This is an optimization exercise on Yosys and OpenROAD, whose aim is small area, not a production implementation. Only simulation tests tie the RTL to the original design; equivalence was not proved. No activity file was given, so power comes from the tool's default toggle rates.

### design.v
module i2c_controller(
	input v,
	input [2:0] code,
	output [7:0] display
    );
	assign display[0] = v;
	assign display[1] = v & (code != 3'd0);
	assign display[2] = v & (code[2] | code[1]);
	assign display[3] = v & (code[2] | (code[1] & code[0]));
	assign display[4] = v & code[2];
	assign display[5] = v & code[2] & (code[1] | code[0]);
	assign display[6] = v & code[2] & code[1];
	assign display[7] = v & (code == 3'd7);
endmodule
module main(
	input reset_bar,
	input clk,
	input start_bar,
	input i2c_sda_in,
	output i2c_sda_out,
	output i2c_scl_out,
	output indicate_ack_received_bar,
	output indicate_nack_received_bar,
	output [7:0] display
    );
	localparam P_RST = 4'd0, P_START = 4'd1, P_TX = 4'd2, P_RXACK = 4'd3,
	           P_RX = 4'd4, P_TXACK = 4'd5, P_TXNACK = 4'd6, P_STOP = 4'd7,
	           P_WAIT = 4'd8, P_HALT = 4'd9;
	localparam D_DET = 2'd0, D_SET = 2'd1, D_RD = 2'd2;
	reg [3:0] ph;
	reg [6:0] cnt;
	reg [2:0] bitn;
	reg [3:0] k;
	reg [1:0] dev;
	reg [6:0] addr;
	reg ack;
	reg sda, scl;
	reg ind_ack, ind_nack;
	reg dv;
	reg [2:0] dcode;
	reg [2:0] c;
	reg p;
	reg [15:0] hi;
	assign i2c_sda_out = sda;
	assign i2c_scl_out = scl;
	assign indicate_ack_received_bar = ~ind_ack;
	assign indicate_nack_received_bar = ~ind_nack;
	i2c_controller disp_dec(.v(dv), .code(dcode), .display(display));
	reg [7:0] txbyte;
	always @(*) begin
		if (k == 4'd0) txbyte = {addr, 1'b0};
		else if (dev == D_SET) txbyte = (k == 4'd1) ? 8'h6b : 8'h00;
		else txbyte = (k == 4'd1) ? 8'h3b : {addr, 1'b1};
	end
	wire c39 = (cnt == 7'd39);
	wire c61 = (cnt == 7'd61);
	wire c84 = (cnt == 7'd84);
	wire c124 = (cnt == 7'd124);
	always @(posedge clk) begin
		if (!reset_bar) begin
			ph <= P_RST;
			cnt <= 7'd126;
			sda <= 1'b1;
			scl <= 1'b1;
			ind_ack <= 1'b0;
			ind_nack <= 1'b0;
			dv <= 1'b0;
			dcode <= 3'd0;
			c <= 3'd0;
			p <= 1'b0;
			addr <= 7'd0;
			dev <= D_DET;
			k <= 4'd0;
			hi <= 16'd0;
		end else begin
			case (ph)
			P_RST: begin
				if (!start_bar) ph <= P_START;
			end
			P_START: begin
				cnt <= cnt + 7'd1;
				if (cnt == 7'd21) sda <= 1'b0;
				if (cnt == 7'd44) scl <= 1'b0;
				if (c84) begin
					ph <= P_TX;
					cnt <= 7'd0;
					bitn <= 3'd7;
					sda <= txbyte[7];
				end
			end
			P_TX, P_TXACK, P_TXNACK, P_RXACK, P_RX: begin
				cnt <= cnt + 7'd1;
				if (c39) scl <= 1'b1;
				if (c84) scl <= 1'b0;
				if (c61 && ph == P_RXACK) ack <= ~i2c_sda_in;
				if (c61 && ph == P_RX) begin
					if (k == 4'd4) begin
						if (bitn == 3'd7) p <= i2c_sda_in;
						else if (bitn[2]) c[bitn[1:0]] <= i2c_sda_in ^ p;
						else p <= p & ~i2c_sda_in;
					end
					if (k == 4'd5) p <= p & ~i2c_sda_in;
				end
				case (ph)
				P_TX: if (c124) begin
					cnt <= 7'd0;
					bitn <= bitn - 3'd1;
					if (bitn == 3'd0) begin
						ph <= P_RXACK;
						sda <= 1'b1;
					end else
						sda <= txbyte[bitn - 3'd1];
				end
				P_TXACK: if (c124) begin
					cnt <= 7'd0;
					ph <= P_RX;
					bitn <= 3'd7;
					sda <= 1'b1;
				end
				P_TXNACK: if (c124) begin
					cnt <= 7'd0;
					ph <= P_STOP;
					sda <= 1'b0;
					scl <= 1'b0;
				end
				P_RX: begin
					if (c124 && bitn != 3'd0) begin
						cnt <= 7'd0;
						bitn <= bitn - 3'd1;
					end
					if (cnt == 7'd127) begin
						k <= k + 4'd1;
						bitn <= 3'd7;
						if (k == 4'd13) begin
							ph <= P_TXNACK;
							sda <= 1'b1;
						end else begin
							ph <= P_TXACK;
							sda <= 1'b0;
						end
					end
				end
				default: begin  
					if (c124 && dev == D_RD && k == 4'd2 && ack) begin
						cnt <= 7'd0;
						ph <= P_RX;
						bitn <= 3'd7;
						k <= 4'd0;
					end
					if (cnt == 7'd125) begin
						ind_nack <= ~ack;
						if (ack) ind_ack <= 1'b1;
						if (!ack && dev != D_DET) ph <= P_HALT;
					end
					if (cnt == 7'd126) begin
						cnt <= 7'd0;
						if (dev == D_DET || (dev == D_SET && k == 4'd2)) begin
							ph <= P_STOP;
							sda <= 1'b0;
							scl <= 1'b0;
							dv <= 1'b1;
							dcode <= c + {2'b00, p};
						end else if (dev == D_RD && k == 4'd1) begin
							ph <= P_START;
							k <= 4'd2;
							sda <= 1'b1;
							scl <= 1'b1;
						end else begin
							ph <= P_TX;
							k <= k + 4'd1;
							bitn <= 3'd7;
							sda <= 1'b0;
						end
					end
				end
				endcase
			end
			P_STOP: begin
				cnt <= cnt + 7'd1;
				if (c39) scl <= 1'b1;
				if (c61) sda <= 1'b1;
				if (cnt == 7'd85 && dev == D_DET && !ack && addr == 7'h7f) ph <= P_HALT;
				if (cnt == 7'd86 && dev == D_RD) begin
					dv <= 1'b1;
					dcode <= c + {2'b00, p};
				end
				if (cnt == 7'd87) begin
					cnt <= 7'd0;
					k <= 4'd0;
					if (dev == D_RD) ph <= P_WAIT;
					else begin
						ph <= P_START;
						scl <= 1'b1;
						if (dev == D_SET) dev <= D_RD;
						else if (ack) dev <= D_SET;
						else addr <= addr + 7'd1;
					end
				end
			end
			P_WAIT: begin
				cnt <= cnt + 7'd1;
				if (cnt == 7'd127) hi <= hi + 16'd1;
				if (hi == 16'd39062 && cnt == 7'd66) begin
					hi <= 16'd0;
					cnt <= 7'd0;
					ph <= P_START;
				end
			end
			default: ;
			endcase
		end
	end
endmodule
### run.sh
#!/bin/bash
# synth_recipe.tcl (not shown) runs the flow's synth.tcl, then flattens the netlist and writes it again
# the make line also repeats each setting of config.mk as NAME=value (left out here)
make -C /OpenROAD-flow-scripts/flow DESIGN_CONFIG=/design/flow/config.mk WORK_HOME=/design/flow/orfs CLKGATE_MAP_FILE= SYNTH_SCRIPT=/design/flow/synth_recipe.tcl finish
### config.mk
export PLATFORM = sky130hd
export DESIGN_NAME = main
export DESIGN_NICKNAME = main
export VERILOG_FILES = /design/flow/design.v
export SDC_FILE = /design/flow/constraint.sdc
export NUM_CORES = 4
export LEC_CHECK = 0
export CAP_MARGIN = 20
export CORE_MARGIN = 2
export CORE_UTILIZATION = 40
export SLEW_MARGIN = 20
### constraint.sdc
create_clock -name core_clock -period 20.0 [get_ports {clk}]
set_input_delay 4.0000 -clock core_clock [delete_from_list [all_inputs] [get_ports {clk}]]
set_output_delay 4.0000 -clock core_clock [all_outputs]
set_load 0.01 [all_outputs]
==> impl_metrics.csv <==
group,metric,value,unit
timing,setup_viol,0,
cells_and_area,drive_gt1_frac,0.0605,
cts,numCtsBuffers,5,
yosys,synthAdderAreaFrac,0.0661,
setup_path,crit_slowest_cell,"clkdlybuf4s50_1",
grt,grt_pass1_vias,3616,
routing,drt_pass1_iterations,5,
die,die_y,106,um
cells_and_area,nNetsFinal,537,
grt,grt_start_max_net_pins,31,
pwr,max-vdd-ir-drop,0.0401,mV
yosys,synth_seq_cells,56,
yosys,async_flop_share,0,
setup_path,crit_family,"buffers and inverters",
yosys,synthMuxAreaShare,0.0222,
timing,slew_headroom,0.384,
routing,route.detailed.drc,0,
routing,ant_nets,0,
timing,final.period_utilization,0.285,
cts,post_cts_buffers,0,
cts,cts_tree,"done",
die,die-area,11200,sq um
yosys,synth_top_family_by_area,"simple AND/OR/NAND/NOR gates",
die,fp.coreArea,10200,sq um
cts,clkTransAtPathRegs,0.11,ns
yosys,synth_area_per_cell,8.04,sq um
cts,clk_latency,0.32,ns
die,initial_utilization,0.407,
timing,max_freq,176,MHz
yosys,syn_nets,544,
yosys,ys_top_cells_by_area,"dfxtp_1, ha_1, nor2_1, a21oi_1, nand2_1",
pwr,p_per_area,88.6,nW/um^2
yosys,synth_area_leader_cell,"dfxtp_1",
cells_and_area,final_common_cell,"nor2_1",
yosys,synthDominantCellAreaShare,0.250,
cells_and_area,layout_common_cells,"nor2_1, dfxtp_1, nand2_1",
yosys,synthSimpleGateAreaFrac,0.303,
timing,worst_slew_pin_slew,0.911,ns
cts,htreeDepth,2,
routing,wl,11100,um
timing,setup_tns,0,ns
placed_design,globalplace.congestion,1.01,
yosys,synth_ff_type,"dfxtp_1",
run,max-cap-violations,0,
setup_path,required,19.97,ns
setup_path,worst_setup_path_end_kind,"register",
timing,rsz0062_at_grt,"false",
cts,clock_sinks,56,
grt,track_usage,0.199,
timing,finalHoldViolations,0,
yosys,ys_seq_area_frac,0.279,
pwr,p_leak,1.61,nW
setup_path,crit_chain,"clkdlybuf4s50_1 > inv_1 > nor4b_1",
timing,setup_slack,14.31,ns
yosys,yosysWarnings,1,
cts,postCtsHoldBufs,0,
routing,post_drt_via_cell_ratio,5.98,
hold_path,min_path_type,"register to register",
setup_path,crit_buf_inv,2,
cts,ctsLongestPathBuffers,2,
cells_and_area,fillers,1024,
timing,finalMaxSlewViolations,0,
timing,fin_crit,5.69,ns
yosys,synth_edf_count,4,
cells_and_area,fin_cells,648,
yosys,synth_compound_area_frac,0.211,
die,fp-row-count,37,
grt,antenna_found_initial,0,
placed_design,place_inst,640,
cts,cts_root_buf,"clkbuf_8",
run_status,status,"timing/DRC/antenna clean",
yosys,yosys.area_share.xor_xnor,0.0399,
yosys,netlist_area,4170,sq um
cts,post_cts_resized,0,
placed_design,dp_hpwl,7980,um
setup_path,critical_path.max_stage_delay,0.89,ns
grt,grt_overflow,0,
placed_design,post-place-ws,14.04,ns
setup_path,critical_path_class,"primary input to register",
routing,wl_per_cell,17.1,um
grt,grt_first_pass_wirelength,18100,um
yosys,syn_inst,518,
routing,first_iter_violations,318,
timing,fin_skew,0.00523,ns
cells_and_area,syn_to_final_growth,4.56,%
cells_and_area,num_antenna_cells,0,
die,pin_count,16,
yosys,netlist-cell-type-count,81,
die,die_x,106,um
placed_design,numPortBuffers,15,
setup_path,startpoint_type,"primary input",
setup_path,crit_arrival,5.66,ns
setup_path,cp_max_fo,14,
routing,num_vias,3875,
[registers in the layout (all words and copies together), names as in the netlist]
| name | count |
|---|---|
| c | 3 |
| ph | 4 |
| ind_nack | 1 |
| p | 1 |
| ind_ack | 1 |
| ack | 1 |
| scl | 1 |
| bitn | 3 |
| addr | 7 |
| hi | 16 |
| sda | 1 |
| cnt | 7 |
| dv | 1 |
| dcode | 3 |
| k | 4 |
| dev | 2 |
[final cells by class]
type                    count  area [sq um]  share of cell area
clock buffers               5          68.8              0.0158
clock inverters             3          27.5             0.00632
inverters                  24          90.1              0.0207
multi-input cells         407          2670               0.614
flip-flops and latches     56          1160               0.267
well taps                 136           170              0.0391
repair buffers             17           165              0.0379
[final timing paths]
path	from	end	slack [ns]	cells past startpoint
hold reg to reg	ind_ack	ind_ack	0.47	2
setup / recovery	reset_bar	bitn[0]	14.31	3
setup reg to reg	ph[3]	cnt[3]	16.83	6
hold / removal	ind_ack	ind_ack	0.47	2
[per-layer routing]
metal	GRT usage	share of wire	vias up
met5	0	0	-
met4	0.0639	0.022	0
met3	0.0368	0.059	23
met2	0.316	0.46	141
met1	0.273	0.46	1831
li1	-	-	1880
[stage by stage]
step / power [mW] / hold slack, ns / cell area [sq um] / util
after CTS: 0.384 / 0.476 / 4360 / 0.426
after detailed placement: 0.315 / 0.459 / 4260 / 0.416
after global placement: 0.315 / 0.444 / 4260 / 0.416
after floorplan: 0.288 / 0.448 / 4170 / -
after global routing: 0.413 / 0.499 / 4360 / 0.426
final: 0.386 / 0.471 / 4360 / 0.426
[cells in the mapped netlist (all sizes together) (3+ instances only)]
master,number
nor2b,4
nor4,6
xor2,14
o21ai,21
a41oi,3
or4,5
o211a,3
o22ai,4
o21a,5
o32a,3
xnor2,5
mux2i,7
or2,4
and2,10
a21oi,37
nor3,15
nand3,24
a31oi,6
nand4b,3
a2111oi,3
a211oi,8
edfxtp,4
nor4b,4
or3,5
ha,22
inv,22
and3,12
buf,17
clkbuf,14
dfxtp,52
nand4,17
o31ai,4
nor3b,5
a211o,4
nand2,39
a311oi,4
nor2,60
nand2b,6
[cell families (layout without fill, tap and decap cells)]
logic type               after synthesis  after routing
adder cells (fa/ha/maj)               22             22
AND/OR/NAND/NOR                      230            230
flip-flops                            56             56
buffers and inverters                 55             49
XOR/XNOR                              19             19
AO/OA/AOI/OAI                        127            127
multiplexers                           9              9
[worst reg2reg max path: stages, from the launching register on]
cell and delay [ns]:
dfxtp_1 0.78, clkinv_1 0.55, nor3_4 0.64, o21ai_0 0.46, nand3_1 0.40, a21oi_1 0.10, o21ai_0 0.17
[report_power, final]
group	switching (mW)	internal, mW
sequential	0.0311	0.124
clock	0.0419	0.0258
combinational	0.103	0.0607
total	0.176	0.210

port drivers added, routing unchanged:
In the flow no input, the clock included, has a driving cell. The finished layout below was timed again as built, in two steps. Step 1 assumes that a clkbuf_16 drives the clock port and a buf_2 every other input. Step 2 also shifts input and output timing later by t, the mid clock arrival at the registers, as if the neighbouring blocks saw the same clock. Three values: ideal, step 1, step 2; two values: the first two.
shift t [ns]: 0.350
slack for setup (ns): 14.307 / 14.316 / 13.966
worst data-port slew with drivers (ns): 0.03
After both steps this run still meets setup and hold. The setup slack of this run moves by +0.009 ns with the drivers and by -0.341 ns with both steps.
